What follows belongs to an exercise in optimizing a design on an open flow for small area; a production flow would make more cautious choices.
Function was checked by simulation only, so behaviour that the tests miss may differ from the original.
No driver is modelled on the clock port, so clocking that relies on it looks cheaper here than on a real chip.
No activity file was given, so power comes from the tool's default toggle rates.

==> flow/config.mk <==
export PLATFORM = sky130hd
export DESIGN_NAME = SMPTE274
export DESIGN_NICKNAME = SMPTE274
export VERILOG_FILES = /design/flow/design.v
export SDC_FILE = /design/flow/constraint.sdc
export NUM_CORES = 4
export LEC_CHECK = 0
export CAP_MARGIN = 10
export CORE_MARGIN = 2
export CORE_UTILIZATION = 75
export GPL_TIMING_DRIVEN = 0
export PLACE_DENSITY = 0.85
export SLEW_MARGIN = 10
==> flow/constraint.sdc <==
create_clock -name core_clock -period 13.4 [get_ports {i_CLK_74m25}]
set_input_delay 2.6800 -clock core_clock [delete_from_list [all_inputs] [get_ports {i_CLK_74m25}]]
set_output_delay 2.6800 -clock core_clock [all_outputs]
set_load 0.01 [all_outputs]
==> flow/design.v <==
`timescale 1ns / 1ps
module crcSMPTE (
	input [17:0] crcIn,
	input [9:0] data,
	input mask,
	output [17:0] crcOut
);
	wire [9:0] t = (crcIn[9:0] ^ data) & ~{10{mask}};
	assign crcOut[0]  = crcIn[10];
	assign crcOut[1]  = crcIn[11];
	assign crcOut[2]  = crcIn[12];
	assign crcOut[3]  = t[0] ^ crcIn[13];
	assign crcOut[4]  = t[0] ^ t[1] ^ crcIn[14];
	assign crcOut[5]  = t[1] ^ t[2] ^ crcIn[15];
	assign crcOut[6]  = t[2] ^ t[3] ^ crcIn[16];
	assign crcOut[7]  = t[3] ^ t[4] ^ crcIn[17];
	assign crcOut[8]  = t[0] ^ t[4] ^ t[5];
	assign crcOut[9]  = t[1] ^ t[5] ^ t[6];
	assign crcOut[10] = t[2] ^ t[6] ^ t[7];
	assign crcOut[11] = t[3] ^ t[7] ^ t[8];
	assign crcOut[12] = t[4] ^ t[8] ^ t[9];
	assign crcOut[13] = t[5] ^ t[9];
	assign crcOut[14] = t[6];
	assign crcOut[15] = t[7];
	assign crcOut[16] = t[8];
	assign crcOut[17] = t[9];
endmodule
`timescale 1ns / 100ps
module SMPTE274(
  input           i_CLK_74m25,
  input           i_RST_N,
  input           i_EN,
  input  [ 9 : 0] i_data_Y,
  input  [ 9 : 0] i_data_C,
  output [11 : 0] PIX_CNT_o,
  output [10 : 0] LINE_CNT_o,
  output          VSYNC_o,
  output          HSYNC_o,
  output          DATA_RQ_o,
  output [ 9 : 0] Y_data_o,
  output [ 9 : 0] C_data_o
  );
reg  [11 : 0] pix_cnt;
reg  [10 : 0] line_cnt;
reg           running;       
reg           frame;         
reg           V;
reg           vsync;
reg  [ 9 : 0] pdata_Y, pdata_C;
reg  [17 : 0] crc_Y, crc_C;
wire [11 : 0] p = pix_cnt;
wire [10 : 0] l = line_cnt;
wire [12 : 0] pc;
assign pc[0] = running;
genvar i;
generate for (i = 0; i < 12; i = i + 1) begin : g_pc
  assign pc[i+1] = pc[i] & p[i];
end endgenerate
wire pix_end = pc[3] & p[4] & p[7] & p[11];                
wire [11 : 0] pix_sum = p ^ pc[11:0];
wire [11 : 0] pix_clr = {pix_end, 3'b000, pix_end, 2'b00, pix_end, pix_end, 3'b000};
always @(negedge i_CLK_74m25 or negedge i_RST_N)
  if (!i_RST_N)
    pix_cnt <= 0;
  else
    pix_cnt <= pix_sum & ~pix_clr;
wire [11 : 0] lc;
assign lc[0] = 1'b1;
generate for (i = 0; i < 11; i = i + 1) begin : g_lc
  assign lc[i+1] = lc[i] & l[i];
end endgenerate
wire [10 : 0] line_inc = l ^ lc[10:0];      
wire line_end  = l[10] & l[6] & l[5] & l[2] & l[0];        
wire [10 : 0] line_clr = {line_end, 3'b000, line_end, line_end, 2'b00, line_end, 1'b0, line_end};
always @(posedge i_CLK_74m25 or negedge i_RST_N)
  if (!i_RST_N)
    line_cnt <= 0;
  else if (pix_end)
    line_cnt <= line_inc;
  else
    line_cnt <= l & ~line_clr;
wire hi      = p[11];                         
wire top     = &p[10:7];                      
wire sav     = hi & p[7] & p[4] & p[2];       
wire q_lo    = ~|p[6:3];                      
wire eav     = ~hi & top & q_lo & ~p[2];      
wire lncrc   = ~hi & top & q_lo &  p[2];      
wire trs     = eav | sav;                     
wire data    = ~hi & ~top;                    
wire blank   = ~data & ~trs & ~lncrc;         
wire s_3ff   = trs & ~p[1] & ~p[0];
wire s_xyz   = trs &  p[1] &  p[0];
wire x_eav   = s_xyz & ~hi;                   
wire s_ln0   = lncrc & ~p[1] & ~p[0];
wire s_ln1   = lncrc & ~p[1] &  p[0];
wire s_crc0  = lncrc &  p[1] & ~p[0];
wire s_crc1  = lncrc &  p[1] &  p[0];
wire line_41   = l[5] & l[3] & l[0];
wire line_1121 = l[10] & l[6] & l[5] & l[0];
always @(posedge i_CLK_74m25 or negedge i_RST_N)
  if (!i_RST_N) begin
    running      <= 1'b0;
    frame        <= 1'b0;
    V            <= 1'b0;
    vsync        <= 1'b0;
  end else begin
    running      <= running | i_EN;
    frame        <= line_41 | (frame & ~line_1121);
    V            <= ~frame;       
    vsync        <= V;
  end
wire crc_clr = ~|p[10:0];
assign DATA_RQ_o = data & ~crc_clr & ~V;
assign HSYNC_o = hi | (top & |p[6:0]);        
wire crc_m = pix_end | crc_clr;
wire [17:0] crcOut_Y, crcOut_C;
wire [17:0] crcv_Y = {crc_Y[17:13], ~crc_Y[12:10], crc_Y[9:0]};
wire [17:0] crcv_C = {crc_C[17:13], ~crc_C[12:10], crc_C[9:0]};
crcSMPTE CRC_Y (.crcIn(crcv_Y), .data(pdata_Y), .mask(crc_m), .crcOut(crcOut_Y));
crcSMPTE CRC_C (.crcIn(crcv_C), .data(pdata_C), .mask(crc_m), .crcOut(crcOut_C));
always @(posedge i_CLK_74m25) begin
  crc_Y <= {crcOut_Y[17:13], ~crcOut_Y[12:10], crcOut_Y[9:8], crcOut_Y[7:0] & ~{8{crc_clr}}};
  crc_C <= {crcOut_C[17:13], ~crcOut_C[12:10], crcOut_C[9:8], crcOut_C[7:0] & ~{8{crc_clr}}};
end
wire vh = x_eav ^ (s_xyz & V);                
wire xv = s_xyz & V;
wire [9:0] cw;
assign cw[0] = s_3ff;
assign cw[1] = s_3ff;
assign cw[2] = s_3ff | vh    | s_ln0 & line_inc[0] | s_ln1 & line_inc[7];
assign cw[3] = s_3ff | xv    | s_ln0 & line_inc[1] | s_ln1 & line_inc[8];
assign cw[4] = s_3ff | x_eav | s_ln0 & line_inc[2] | s_ln1 & line_inc[9];
assign cw[5] = s_3ff | vh    | s_ln0 & line_inc[3] | s_ln1 & line_inc[10];
assign cw[6] = s_3ff | x_eav | s_ln0 & line_inc[4];
assign cw[7] = s_3ff | xv    | s_ln0 & line_inc[5];
assign cw[8] = s_3ff |         s_ln0 & line_inc[6];
assign cw[9] = s_3ff | s_xyz | s_ln0 & ~line_inc[6] | s_ln1;
wire [9:0] crc0_Y = {~crcOut_Y[8], crcOut_Y[8:0]};
wire [9:0] crc0_C = {~crcOut_C[8], crcOut_C[8:0]};
wire [9:0] crc1_Y = {~crcv_Y[17], crcv_Y[17:9]};
wire [9:0] crc1_C = {~crcv_C[17], crcv_C[17:9]};
wire [9:0] w_Y = {10{data}} & i_data_Y | {10{s_crc0}} & crc0_Y | {10{s_crc1}} & crc1_Y
               | cw | {3'b000, blank, 6'b000000};                   
wire [9:0] w_C = {10{data}} & i_data_C | {10{s_crc0}} & crc0_C | {10{s_crc1}} & crc1_C
               | cw | {blank, 9'b000000000};                        
always @(posedge i_CLK_74m25 or negedge i_RST_N)
  if (!i_RST_N) begin
    pdata_Y <= 0;
    pdata_C <= 0;
  end else begin
    pdata_Y <= w_Y;
    pdata_C <= w_C;
  end
assign PIX_CNT_o  = pix_cnt;
assign LINE_CNT_o = line_cnt;
assign Y_data_o   = pdata_Y;
assign C_data_o   = pdata_C;
assign VSYNC_o    = vsync;
endmodule
==> flow/flow/run.sh <==
#!/bin/bash
# Own layout flow: the standard flow (standard.sh) with
#  - an area-oriented ABC script for the combinational mapping (the registers
#    come from the same synthesis steps as before, untouched by ABC),
#  - the smallest buffer for the port buffers,
#  - no half-adder extraction before ABC (ADDER_MAP_FILE empty), so ABC maps
#    the counters with the rest of the logic,
#  - a clock tree built by hand before CTS (flow/clock_tree.tcl: the registers
#    in six groups by location, a clkbuf_8 for each group, one root buffer);
#    TritonCTS then finds the clock already buffered and leaves it as it is.
# Each tool's log stays where ORFS writes it (orfs/logs/...); make's output is in flow.log.
set -euo pipefail
W=$PWD
cat > "$W/flow_synth.tcl" <<TCL
proc abc {args} {
  set i [lsearch -exact \$args -script]
  if {\$i >= 0} { lset args [expr {\$i+1}] {$W/flow/area.abc} }
  yosys abc {*}\$args
}
source {$W/synth_recipe.tcl}
TCL
sed -e "s#SYNTH_SCRIPT=[^ ]*#SYNTH_SCRIPT=$W/flow_synth.tcl#" standard.sh > flow_standard.sh
grep -q "SYNTH_SCRIPT=$W/flow_synth.tcl" flow_standard.sh
export ADDER_MAP_FILE=
export BUFFER_PORTS_ARGS="-buffer_cell sky130_fd_sc_hd__buf_1"
if [[ -s flow/clock_tree.tcl ]]; then export PRE_CTS_TCL="$W/flow/clock_tree.tcl"; fi
bash flow_standard.sh "$@" > "$W/flow.log" 2>&1
==> flow/flow/area.abc <==
strash
&get -n
&deepsyn -T 20
&put
strash
&get -n
&dch -f
&nf -a -p -R 1000 -F 8 -A 8
&put
strash
&get -n
&dch -f
&nf -a -p -R 1000 -F 8 -A 8
&put
==> flow/flow/clock_tree.tcl <==
# Clock tree by hand: the registers split into NLEAF groups of near-equal size
# by recursive bisection across the longer side of their bounding box; each
# group is driven by one LEAF buffer at its centre, the leaves by one ROOT
# buffer at the centre of all registers.
proc my_split {pts k} {
  if {$k <= 1} { return [list $pts] }
  set xs {}; set ys {}
  foreach p $pts { lappend xs [lindex $p 0]; lappend ys [lindex $p 1] }
  set xs [lsort -real $xs]; set ys [lsort -real $ys]
  set axis [expr {([lindex $xs end] - [lindex $xs 0]) >= ([lindex $ys end] - [lindex $ys 0]) ? 0 : 1}]
  set sorted [lsort -real -index $axis $pts]
  set k1 [expr {$k / 2}]
  set n1 [expr {int(round([llength $pts] * double($k1) / $k))}]
  return [concat [my_split [lrange $sorted 0 [expr {$n1 - 1}]] $k1] \
                 [my_split [lrange $sorted $n1 end] [expr {$k - $k1}]]]
}
proc my_clock_tree {nleaf leaf root} {
  set block [ord::get_db_block]
  set dbu [$block getDbUnitsPerMicron]
  set clk [$block findNet i_CLK_74m25]
  set pts {}
  foreach it [$clk getITerms] {
    set b [[$it getInst] getBBox]
    lappend pts [list [expr {([$b xMin] + [$b xMax]) / 2.0 / $dbu}] \
                      [expr {([$b yMin] + [$b yMax]) / 2.0 / $dbu}] \
                      [[$it getInst] getName]/[[$it getMTerm] getName]]
  }
  set pts [lsort -index 2 $pts]
  set cx 0; set cy 0
  foreach p $pts { set cx [expr {$cx + [lindex $p 0]}]; set cy [expr {$cy + [lindex $p 1]}] }
  set cx [expr {$cx / [llength $pts]}]; set cy [expr {$cy / [llength $pts]}]
  set k 0
  foreach g [my_split $pts $nleaf] {
    set pins {}; set sx 0; set sy 0
    foreach p $g {
      lappend pins [get_pins [lindex $p 2]]
      set sx [expr {$sx + [lindex $p 0]}]; set sy [expr {$sy + [lindex $p 1]}]
    }
    set c [list [expr {$sx / [llength $g]}] [expr {$sy / [llength $g]}]]
    puts "clock leaf $k: [llength $g] sinks at $c"
    insert_buffer -buffer_cell $leaf -net i_CLK_74m25 -load_pins $pins -location $c \
      -buffer_name clkbuf_leaf_$k -net_name clknet_leaf_$k
    incr k
  }
  insert_buffer -buffer_cell $root -net i_CLK_74m25 -location [list $cx $cy] \
    -buffer_name clkbuf_root -net_name clknet_root
}
my_clock_tree 5 sky130_fd_sc_hd__clkbuf_8 sky130_fd_sc_hd__clkbuf_2
==> flow/standard.sh <==
#!/bin/bash
# synth_recipe.tcl (not shown) runs the flow's synth.tcl, then flattens the netlist and writes it again
# the make line also repeats each setting of config.mk as NAME=value (left out here)
make -C /OpenROAD-flow-scripts/flow DESIGN_CONFIG=/design/flow/config.mk WORK_HOME=/design/flow/orfs CLKGATE_MAP_FILE= SYNTH_SCRIPT=/design/flow/synth_recipe.tcl "${@:-finish}"
==> impl_metrics.yaml, run 1 <==
timing:
  fin_skew_ps: 54.0
  setup_viol: 0
  rsz0062_at_grt: "false"
  fin_ws_ps: 1510
  worst_pin_slew_ps: 969
  drv_slew: 0
  fin_tns_setup_ps: 0
  relSlewSlack_pct: 35.4
  hold_viol_final: 0
detailed_routing:
  ant_nets: 0
  drc: 0
  wire_per_inst_um: 18.5
  dr.pass1.iters: 5
  vias: 3100
  wl_um: 8860
  drt_iter0_markers: 296
  vias_per_cell: 6.46
global_routing:
  first_global_vias: 2944
  grt_max_degree: 26
  gr-total-overflow: 0
  grtUsageTotal_pct: 33.8
  antenna_found_initial: 0
  grt_pass1_wl_um: 14000
yosys:
  ys_ff_latch: 83
  synthFlopType: "dfxtp_1"
  synthArstFlopShare_pct: 56.6
  syn_inst: 353
  syn_nets: 376
  netlist_area_sq_um: 3530
  syn_area_per_cell_sq_um: 9.99
  synth_edf_count: 0
  ys_warn_count: 1
  ys_seq_area_share_pct: 53.8
  synthDistinctLibCells: 37
worst_setup_path:
  cp.arrival_ps: 9210
  cp.required_ps: 10720
  slowest_delay_ps: 700
  cp_slowest_cell: "and3_1"
  end_kind: "output pin"
  path_cells: "or4_1, nor2_1, and3_1, nor3b_1, buf_1"
  path_class: "register to output pin"
  worstPathMaxFanout: 18
  cp-start-kind: "register"
finish:
  final_common_cell: "buf_1"
  fin_area_sq_um: 3950
  mostFrequentLayoutCells: "buf_1 (67), nand2_1 (39), dfxtp_1 (36), dfrtp_1 (35), xor2_1 (33)"
  drive_above_1_share_pct: 2.57
  n_antenna_cell: 0
  fin_nets: 453
  fin_cells: 480
  area_delta_synth_final_pct: 12.0
clock_tree:
  clkSlewWorstSetupHoldPaths_ps: 90
  post_cts_buffers: 0
  hold_buffers: 0
  clock_latency_ps: 460
  cts_resized: 0
placement:
  gp_congestion: 0.839
  io_buffers: 68
  dp_hpwl_um: 6350
  post-place-ws_ps: 1960
  dpl.cell_count: 474
  placed_cell_area_sq_um: 3870
floorplan:
  die_area_sq_um: 5270
  core-area_sq_um: 4440
  die_h_um: 72.6
  start_util_pct: 79.3
  rows: 24
  die_w_um: 72.6
  io_pins: 69
pwr:
  switching_share_pct: 38.5
  cellPowerDensity_nw_per_um2: 202
  power_w: 0.000800
  pwr-share-comb_pct: 38.4
  power_frac_seq_pct: 48.3
  peakVddDrop_mv: 0.130
  switchingPower_w: 0.000308
  clockPowerShare_pct: 13.3
  power_leakage_nw: 1.60
  internal-power_w: 0.000492
status:
  status: "finished clean"
worst_hold_path:
  hold_class: "register to register"
job:
  cap_violations: 0
[kinds of logic after synthesis]
group	Yosys count	synth area share, %
and+or+nand+nor	109	14.2
AOI/OAI and AO/OA	92	16.7
buffers and inverters	14	1.60
DFF	83	53.8
xor gates and xnor gates	55	13.7
[cell type report]
type                            instances  area [sq um]
Buffer                                  1          7.51
Fill cell                             232           494
Inverter                               13          48.8
Multi-Input combinational cell        256          1580
Sequential cell                        83          1900
Tap cell                               52          65.1
Timing Repair Buffer                   69           277
[power by group through the flow]
stage	Sequential, W	Combinational, W	Clock, W
detailed placement	0.000390	0.000296	0
finish	0.000387	0.000307	0.000106
global placement	0.000385	0.000281	0
global route	0.000393	0.000338	0.000113
CTS	0.000391	0.000301	0.0000787
floorplan	0.000383	0.000226	0
[critical path, delay by kind of cell (launching register included)]
kind,cells,cell delay [ps]
buf+inv,1,160
simple gates,4,1500
flops,1,420
[flip-flops by register name, indices dropped and copies added (netlist names)]
register and count:
pdata_Y 10, crc_Y 18, pdata_C 10, pix_cnt 12, running 1, frame 1
vsync 1, V 1, crc_C 18, line_cnt 11
[synth_stat cells, types with 2 or more instances]
cell      count  area, sq um
nand2_1      39          146
dfxtp_1      36          721
dfrtp_1      35          876
nor2_1       33          124
xor2_1       33          289
o21ai_0      26          130
xnor2_1      22          193
o22ai_1      21          131
a21oi_1      16         80.1
clkinv_1     13         48.8
dfrtn_1      12          300
a221oi_1      7         61.3
and3_1        6         37.5
nand4_1       5         31.3
nor2b_1       5         31.3
nand3_1       4         20.0
o211ai_1      4         30.0
a221o_1       3         30.0
and2_0        3         18.8
nand2b_1      3         18.8
nand3b_1      3         22.5
nor3_1        3         15.0
o21bai_1      3         22.5
o221ai_1      3         26.3
a22oi_1       2         15.0
o221a_1       2         22.5
[through the flow]
| stage | hold slack [ps] | utilization, % |
|---|---|---|
| final | 447 | 88.9 |
| after global routing | 461 | 88.9 |
| after CTS | 428 | 88.7 |
| after detailed placement | 426 | 87.0 |
| after global placement | 423 | 86.5 |
| after floorplan | 395 | - |
[per-layer routing]
layer,track usage [%],vias up,share of wire [%]
li1,-,1404,-
met3,2.92,30,7.4
met4,8.85,0,2.7
met1,44.5,1497,39
met2,60.3,169,50
met5,0,-,0
[path summary, 6_finish.rpt]
check	cells after the start	end	start	slack (ps)
max in group asynchronous	2	pix_cnt[6]$_DFF_NN0_	i_RST_N	4000
hold reg to reg	1	crc_Y[0]$_DFF_P_	crc_Y[10]$_DFF_P_	450
hold / removal	1	crc_Y[0]$_DFF_P_	crc_Y[10]$_DFF_P_	450
min in group asynchronous	1	pdata_Y[7]$_DFF_PN0_	i_RST_N	2200
setup reg to reg	10	pdata_C[5]$_DFF_PN0_	pix_cnt[4]$_DFF_NN0_	3240
setup / recovery	5	DATA_RQ_o	pix_cnt[4]$_DFF_NN0_	1510
==> inputs of run 2 (changes only) <==
==> flow/config.mk (replaced) <==
export PLATFORM = sky130hd
export DESIGN_NAME = SMPTE274
export DESIGN_NICKNAME = SMPTE274
export VERILOG_FILES = /design/flow/design.v
export SDC_FILE = /design/flow/constraint.sdc
export NUM_CORES = 4
export LEC_CHECK = 0
export CAP_MARGIN = 20
export CORE_MARGIN = 2
export CORE_UTILIZATION = 85
export PLACE_DENSITY = 0.92
export SLEW_MARGIN = 20
==> run 2 against run 1 <==
The run now fails in global placement (3_3_place_gp). Synthesized cell count is the same. Synthesized area unchanged.
==> impl_metrics.yaml, run 2 <==
yosys:
  synthTopCellsByArea: "dfrtp_1 (25%), dfxtp_1 (20%), dfrtn_1 (8.5%)"
  ys_warn_count: 1
  synth_most_common_cell: "nand2_1"
  syn_nets: 376
  synth_common_cells: "nand2_1 (39), dfxtp_1 (36), dfrtp_1 (35)"
  synthDistinctLibCells: 37
  synthArstFlopShare_pct: 56.6
  synthFlopType: "dfxtp_1"
  yosysTopAreaCell: "dfrtp_1"
  synth_edf_count: 0
  ys_ff_latch: 83
  netlist_area_sq_um: 3530
  ys_seq_area_share_pct: 53.8
  synth_top_cell_area_share_pct: 24.8
  syn_area_per_cell_sq_um: 9.99
  syn_inst: 353
floorplan:
  start_util_pct: 88.1
  die_w_um: 68.4
  io_pins: 69
  rows: 23
  die_h_um: 68.4
status:
  stop_stage: "global placement (3_3_place_gp)"
  tool.error: "[ERROR GPL-0301] Utilization 101.915 % exceeds 100%."
  status: "did not finish"
placement:
  io_buffers: 68
-- run 2: kinds of logic after synthesis --
logic type                synth area share (%)
buffers and inverters                     1.60
DFF                                       53.8
AOI/OAI and AO/OA                         16.7
and+or+nand+nor                           14.2
xor gates and xnor gates                  13.7
==> inputs of run 3 (changes only) <==
--- a/flow/config.mk
+++ b/flow/config.mk
@@ -7,6 +7,6 @@
 export LEC_CHECK = 0
 export CAP_MARGIN = 20
 export CORE_MARGIN = 2
-export CORE_UTILIZATION = 85
-export PLACE_DENSITY = 0.92
+export CORE_UTILIZATION = 65
+export PLACE_DENSITY = 0.75
 export SLEW_MARGIN = 20
==> run 3 against run 2 <==
The run now finishes clean. Synthesized cell count did not move. Synthesized area unchanged.
==> impl_metrics.yaml, run 3 <==
placement:
  dp_hpwl_um: 5970
  gp_congestion: 0.869
  dpl.cell_count: 493
  placed_cell_area_sq_um: 3880
  io_buffers: 68
pwr:
  power_leakage_nw: 1.60
  pwr-share-comb_pct: 38.2
  peakVddDrop_mv: 0.116
  cellPowerDensity_nw_per_um2: 200
  clockPowerShare_pct: 13.5
  switching_share_pct: 37.8
  internal-power_w: 0.000492
  switchingPower_w: 0.000299
  power_frac_seq_pct: 48.3
finish:
  fin_cells: 499
  final_common_cell: "buf_1"
  mostFrequentLayoutCells: "buf_1 (67), nand2_1 (39), dfxtp_1 (36), dfrtp_1 (35)"
  area_delta_synth_final_pct: 12.5
  fin_area_sq_um: 3970
  fin_nets: 454
  drive_above_1_share_pct: 2.56
  largestRegisters: "crc_C: 18 flops, crc_Y: 18 flops, pix_cnt: 12 flops"
  n_antenna_cell: 0
yosys:
  synthDistinctLibCells: 37
  yosysTopAreaCell: "dfrtp_1"
  synthFlopType: "dfxtp_1"
  syn_inst: 353
  ys_seq_area_share_pct: 53.8
  syn_area_per_cell_sq_um: 9.99
  synth_edf_count: 0
  netlist_area_sq_um: 3530
  synth_common_cells: "nand2_1 (39), dfxtp_1 (36), dfrtp_1 (35)"
  ys_warn_count: 1
  ys_ff_latch: 83
  synthArstFlopShare_pct: 56.6
  synth_most_common_cell: "nand2_1"
  synthTopCellsByArea: "dfrtp_1 (25%), dfxtp_1 (20%), dfrtn_1 (8.5%)"
  syn_nets: 376
  synth_top_cell_area_share_pct: 24.8
global_routing:
  antenna_found_initial: 0
  first_global_vias: 2927
  grt_max_degree: 48
  grt_pass1_wl_um: 13800
  gr-total-overflow: 0
  grtUsageTotal_pct: 28.1
worst_setup_path:
  cp.arrival_ps: 9170
  end_kind: "output pin"
  critPathCapture: "DATA_RQ_o"
  rrSetupSlack_ps: 3370
  cp-start-kind: "register"
  cp.required_ps: 10720
  path_class: "register to output pin"
  r2r_cells: 10
  worst_r2r_startpoint: "pix_cnt[3]$_DFF_NN0_"
  rr_endpoint: "pdata_Y[5]$_DFF_PN0_"
  cp-startpoint: "pix_cnt[3]$_DFF_NN0_"
  worstPathMaxFanout: 18
floorplan:
  die_area_sq_um: 6030
  io_pins: 69
  rows: 26
  die_w_um: 77.7
  die_h_um: 77.7
  core-area_sq_um: 5170
  start_util_pct: 68.2
timing:
  rsz0062_at_grt: "false"
  drv_slew: 0
  hold_viol_final: 0
  fin_skew_ps: 54.8
  fin_tns_setup_ps: 0
  worst_pin_slew_ps: 738
  setup_viol: 0
  relSlewSlack_pct: 50.8
clock_tree:
  hold_buffers: 0
  clkSlewWorstSetupHoldPaths_ps: 100
  cts_resized: 0
  clock_latency_ps: 480
  post_cts_buffers: 0
detailed_routing:
  drt_iter0_markers: 187
  dr.pass1.iters: 4
  vias: 2940
  drc: 0
  vias_per_cell: 5.89
  ant_nets: 0
  wl_um: 8290
  wire_per_inst_um: 16.6
job:
  cap_violations: 0
worst_hold_path:
  hold_class: "register to register"
status:
  status: "finished clean"
## run 3: cell counts after synthesis
Identical to the previous run, type by type.
## run 3: routing by layer
layer | global-route usage [%] | share of wire (%) | vias to the layer above | routed length (um)
met5 | 0 | 0 | - | 0
met4 | 7.68 | 2.3 | 0 | 194
met3 | 3.14 | 5.9 | 19 | 491
met2 | 50.3 | 50 | 112 | 4110
met1 | 36.1 | 42 | 1397 | 3490
li1 | - | - | 1412 | -
## run 3: area by class of cell
cell class              count  area (sq um)
flip-flops and latches     83          1900
multi-input cells         256          1580
fillers                   389          1210
repair buffers             71           279
well taps                  70          87.6
inverters                  13          48.8
## run 3: critical path, stage by stage, from the launching register on
cell     delay (ps)
dfrtn_1         370
or4_1           610
nor2_1          140
and3_1          650
nor3b_1         100
buf_1           160
## run 3: through the flow
stage                     hold WS [ps]  total power [W]  setup slack (ps)  util [%]
after floorplan                    395         0.000608              2380         -
after global routing               450         0.000843              1410      76.7
after detailed placement           426         0.000683              2030      75.1
final                              439         0.000791              1550      76.7
after global placement             420         0.000671              2070      75.1
after CTS                          427         0.000766              2050      76.5
## run 3: cell families (layout without fill, tap and decap cells)
| kind of cell | after synthesis | after routing | synth area share (%) |
|---|---|---|---|
| AO/OA/AOI/OAI | 92 | 92 | 16.7 |
| XOR/XNOR | 55 | 55 | 13.7 |
| buffers and inverters | 14 | 90 | 1.60 |
| flip-flops | 83 | 83 | 53.8 |
| AND/OR/NAND/NOR | 109 | 109 | 14.2 |
## run 3: how the worst min path moves through the flow
| stage | start | to | cells past startpoint |
|---|---|---|---|
| floorplan | V$_DFF_PN0_ | vsync$_DFF_PN0_ | 0 |
| global placement | frame$_DFF_PN0_ | V$_DFF_PN0_ | 1 |
| detailed placement | frame$_DFF_PN0_ | V$_DFF_PN0_ | 1 |
| CTS | crc_C[10]$_DFF_P_ | crc_C[0]$_DFF_P_ | 1 |
| global route | crc_C[10]$_DFF_P_ | crc_C[0]$_DFF_P_ | 1 |
| finish | crc_C[10]$_DFF_P_ | crc_C[0]$_DFF_P_ | 1 |
## run 3: power groups by stage
stage,clock network (W),registers [W],logic [W]
2_1_floorplan,0,0.000383,0.000226
3_3_place_gp,0,0.000382,0.000289
3_5_place_dp,0,0.000387,0.000295
4_1_cts,0.0000787,0.000387,0.000300
5_1_grt,0.000116,0.000390,0.000337
6_report,0.000107,0.000382,0.000302
==> inputs of run 4 (changes only) <==
--- a/flow/flow/run.sh
+++ b/flow/flow/run.sh
@@ -6,7 +6,7 @@
 #  - no half-adder extraction before ABC (ADDER_MAP_FILE empty), so ABC maps
 #    the counters with the rest of the logic,
 #  - a clock tree built by hand before CTS (flow/clock_tree.tcl: the registers
-#    in six groups by location, a clkbuf_8 for each group, one root buffer);
+#    in five equal groups by location, a clkbuf_8 for each group, one root buffer);
 #    TritonCTS then finds the clock already buffered and leaves it as it is.
 # Each tool's log stays where ORFS writes it (orfs/logs/...); make's output is in flow.log.
 set -euo pipefail
--- a/flow/config.mk
+++ b/flow/config.mk
@@ -7,6 +7,6 @@
 export LEC_CHECK = 0
 export CAP_MARGIN = 20
 export CORE_MARGIN = 2
-export CORE_UTILIZATION = 65
-export PLACE_DENSITY = 0.75
+export CORE_UTILIZATION = 75
+export PLACE_DENSITY = 0.85
 export SLEW_MARGIN = 20
==> run 4 against run 3 <==
Largest cell class unchanged. Still clean on timing, DRC and antenna. Sequential cell count stayed put. Setup slack worse by 43 ps. Synthesized cell count stayed put. Clock skew hardly changed. Global-route usage is 6.8 points higher. Cell area is 0.57% lower. Die area is 13% lower. First-iteration DRC count is 66% higher. Clock power hardly changed.
==> impl_metrics.yaml, run 4 <==
timing:
  rsz0062_at_grt: "false"
  drv_slew: 0
  fin_tns_setup_ps: 0
  setup_viol: 0
  hold_viol_final: 0
  worst_pin_slew_ps: 792
  relSlewSlack_pct: 47.2
  fin_ws_ps: 1510
  fin_skew_ps: 55.1
worst_setup_path:
  cp-start-kind: "register"
  crit_family: "simple AND/OR/NAND/NOR gates"
  end_kind: "output pin"
  cp_slowest_cell: "and3_1"
  cp.required_ps: 10720
  slowest_delay_ps: 690
  cp.arrival_ps: 9210
  path_cells: "or4_1, nor2_1, and3_1, nor3b_1, buf_1"
  path_class: "register to output pin"
  worstPathMaxFanout: 18
  path_buf_inv: 1
detailed_routing:
  vias: 3145
  drc: 0
  vias_per_cell: 6.54
  drt_iter0_markers: 311
  dr.pass1.iters: 5
  ant_nets: 0
  wire_per_inst_um: 18.5
  wl_um: 8910
yosys:
  synthArstFlopShare_pct: 56.6
  syn_inst: 353
  synth_most_common_cell: "nand2_1"
  synthFlopType: "dfxtp_1"
  ys_warn_count: 1
  netlist_area_sq_um: 3530
  synthDistinctLibCells: 37
  ys_seq_area_share_pct: 53.8
  synth_edf_count: 0
  synth_common_cells: "nand2_1 (39), dfxtp_1 (36), dfrtp_1 (35)"
  synthTopCellsByArea: "dfrtp_1 (25%), dfxtp_1 (20%), dfrtn_1 (8.5%)"
  synth_top_cell_area_share_pct: 24.8
  yosysTopAreaCell: "dfrtp_1"
  syn_nets: 376
  ys_ff_latch: 83
  syn_area_per_cell_sq_um: 9.99
placement:
  dpl.cell_count: 475
  io_buffers: 68
  dp_hpwl_um: 6240
  gp_congestion: 0.853
  post-place-ws_ps: 2020
pwr:
  switching_share_pct: 38.8
  internal-power_w: 0.000492
  cellPowerDensity_nw_per_um2: 204
  power_frac_seq_pct: 48.1
  pwr-share-comb_pct: 38.6
  power_leakage_nw: 1.60
  peakVddDrop_mv: 0.127
  power_w: 0.000804
  clockPowerShare_pct: 13.2
  switchingPower_w: 0.000312
finish:
  area_delta_synth_final_pct: 11.8
  drive_above_1_share_pct: 2.56
  largestRegisters: "crc_C: 18 flops, crc_Y: 18 flops, pix_cnt: 12 flops"
  n_antenna_cell: 0
  fin_nets: 454
  mostFrequentLayoutCells: "buf_1 (67), nand2_1 (39), dfxtp_1 (36), dfrtp_1 (35)"
  fin_cells: 481
  final_common_cell: "buf_1"
global_routing:
  antenna_found_initial: 0
  grtUsageTotal_pct: 34.9
  grt_max_degree: 48
  grt_pass1_wl_um: 14500
  first_global_vias: 3186
  gr-total-overflow: 0
floorplan:
  die_h_um: 72.6
  start_util_pct: 79.3
  io_pins: 69
  rows: 24
  core-area_sq_um: 4440
  die_w_um: 72.6
  die_area_sq_um: 5270
clock_tree:
  hold_buffers: 0
  post_cts_buffers: 0
  cts_resized: 0
  clock_latency_ps: 480
  clkSlewWorstSetupHoldPaths_ps: 70
job:
  cap_violations: 0
worst_hold_path:
  hold_class: "register to register"
status:
  status: "finished clean"
==> run 4: final timing paths <==
kind / slack [ps] / startpoint / endpoint / cells past startpoint
worst min register to register: 450 / pix_cnt[6]$_DFF_NN0_ / pix_cnt[6]$_DFF_NN0_ / 1
worst max register to register: 3170 / pix_cnt[4]$_DFF_NN0_ / pdata_C[5]$_DFF_PN0_ / 10
min in group asynchronous: 2290 / i_RST_N / pdata_Y[0]$_DFF_PN0_ / 2
worst min-delay path: 450 / pix_cnt[6]$_DFF_NN0_ / pix_cnt[6]$_DFF_NN0_ / 1
worst max-delay path: 1510 / pix_cnt[4]$_DFF_NN0_ / DATA_RQ_o / 5
max in group asynchronous: 4030 / i_RST_N / pix_cnt[2]$_DFF_NN0_ / 2
==> run 4: kinds of logic after synthesis <==
family / count (synthesis) / synth area share, %
buffers and inverters: 14 / 1.60
and+or+nand+nor: 109 / 14.2
DFF: 83 / 53.8
AOI/OAI and AO/OA: 92 / 16.7
xor gates and xnor gates: 55 / 13.7
==> run 4: through the flow <==
stage | utilization (%) | hold WS, ps | area [sq um]
after floorplan | - | 395 | 3530
after global placement | 86.9 | 420 | 3860
after detailed placement | 86.9 | 433 | 3860
after CTS | 88.6 | 435 | 3940
after global routing | 88.7 | 470 | 3940
final | 88.7 | 447 | 3940
==> run 4: power groups by stage <==
stage               Clock (W)  Combinational, W  Sequential, W
floorplan                   0          0.000226       0.000383
global placement            0          0.000286       0.000382
detailed placement          0          0.000297       0.000390
CTS                 0.0000787          0.000303       0.000391
global route         0.000115          0.000337       0.000394
finish               0.000106          0.000311       0.000387
==> run 4: layout make-up <==
cell class,count,area [sq um]
timing repair buffer,71,279
fill,232,502
tap,52,65.1
inverter,13,48.8
multi-input combinational,256,1580
sequential,83,1900
==> run 4: metal layers <==
| metal | share of wire [%] | GRT usage (%) |
|---|---|---|
| met1 | 39 | 45.4 |
| met2 | 50 | 59.9 |
| met3 | 8.7 | 4.17 |
| met4 | 3.0 | 13.8 |
| met5 | 0 | 0 |
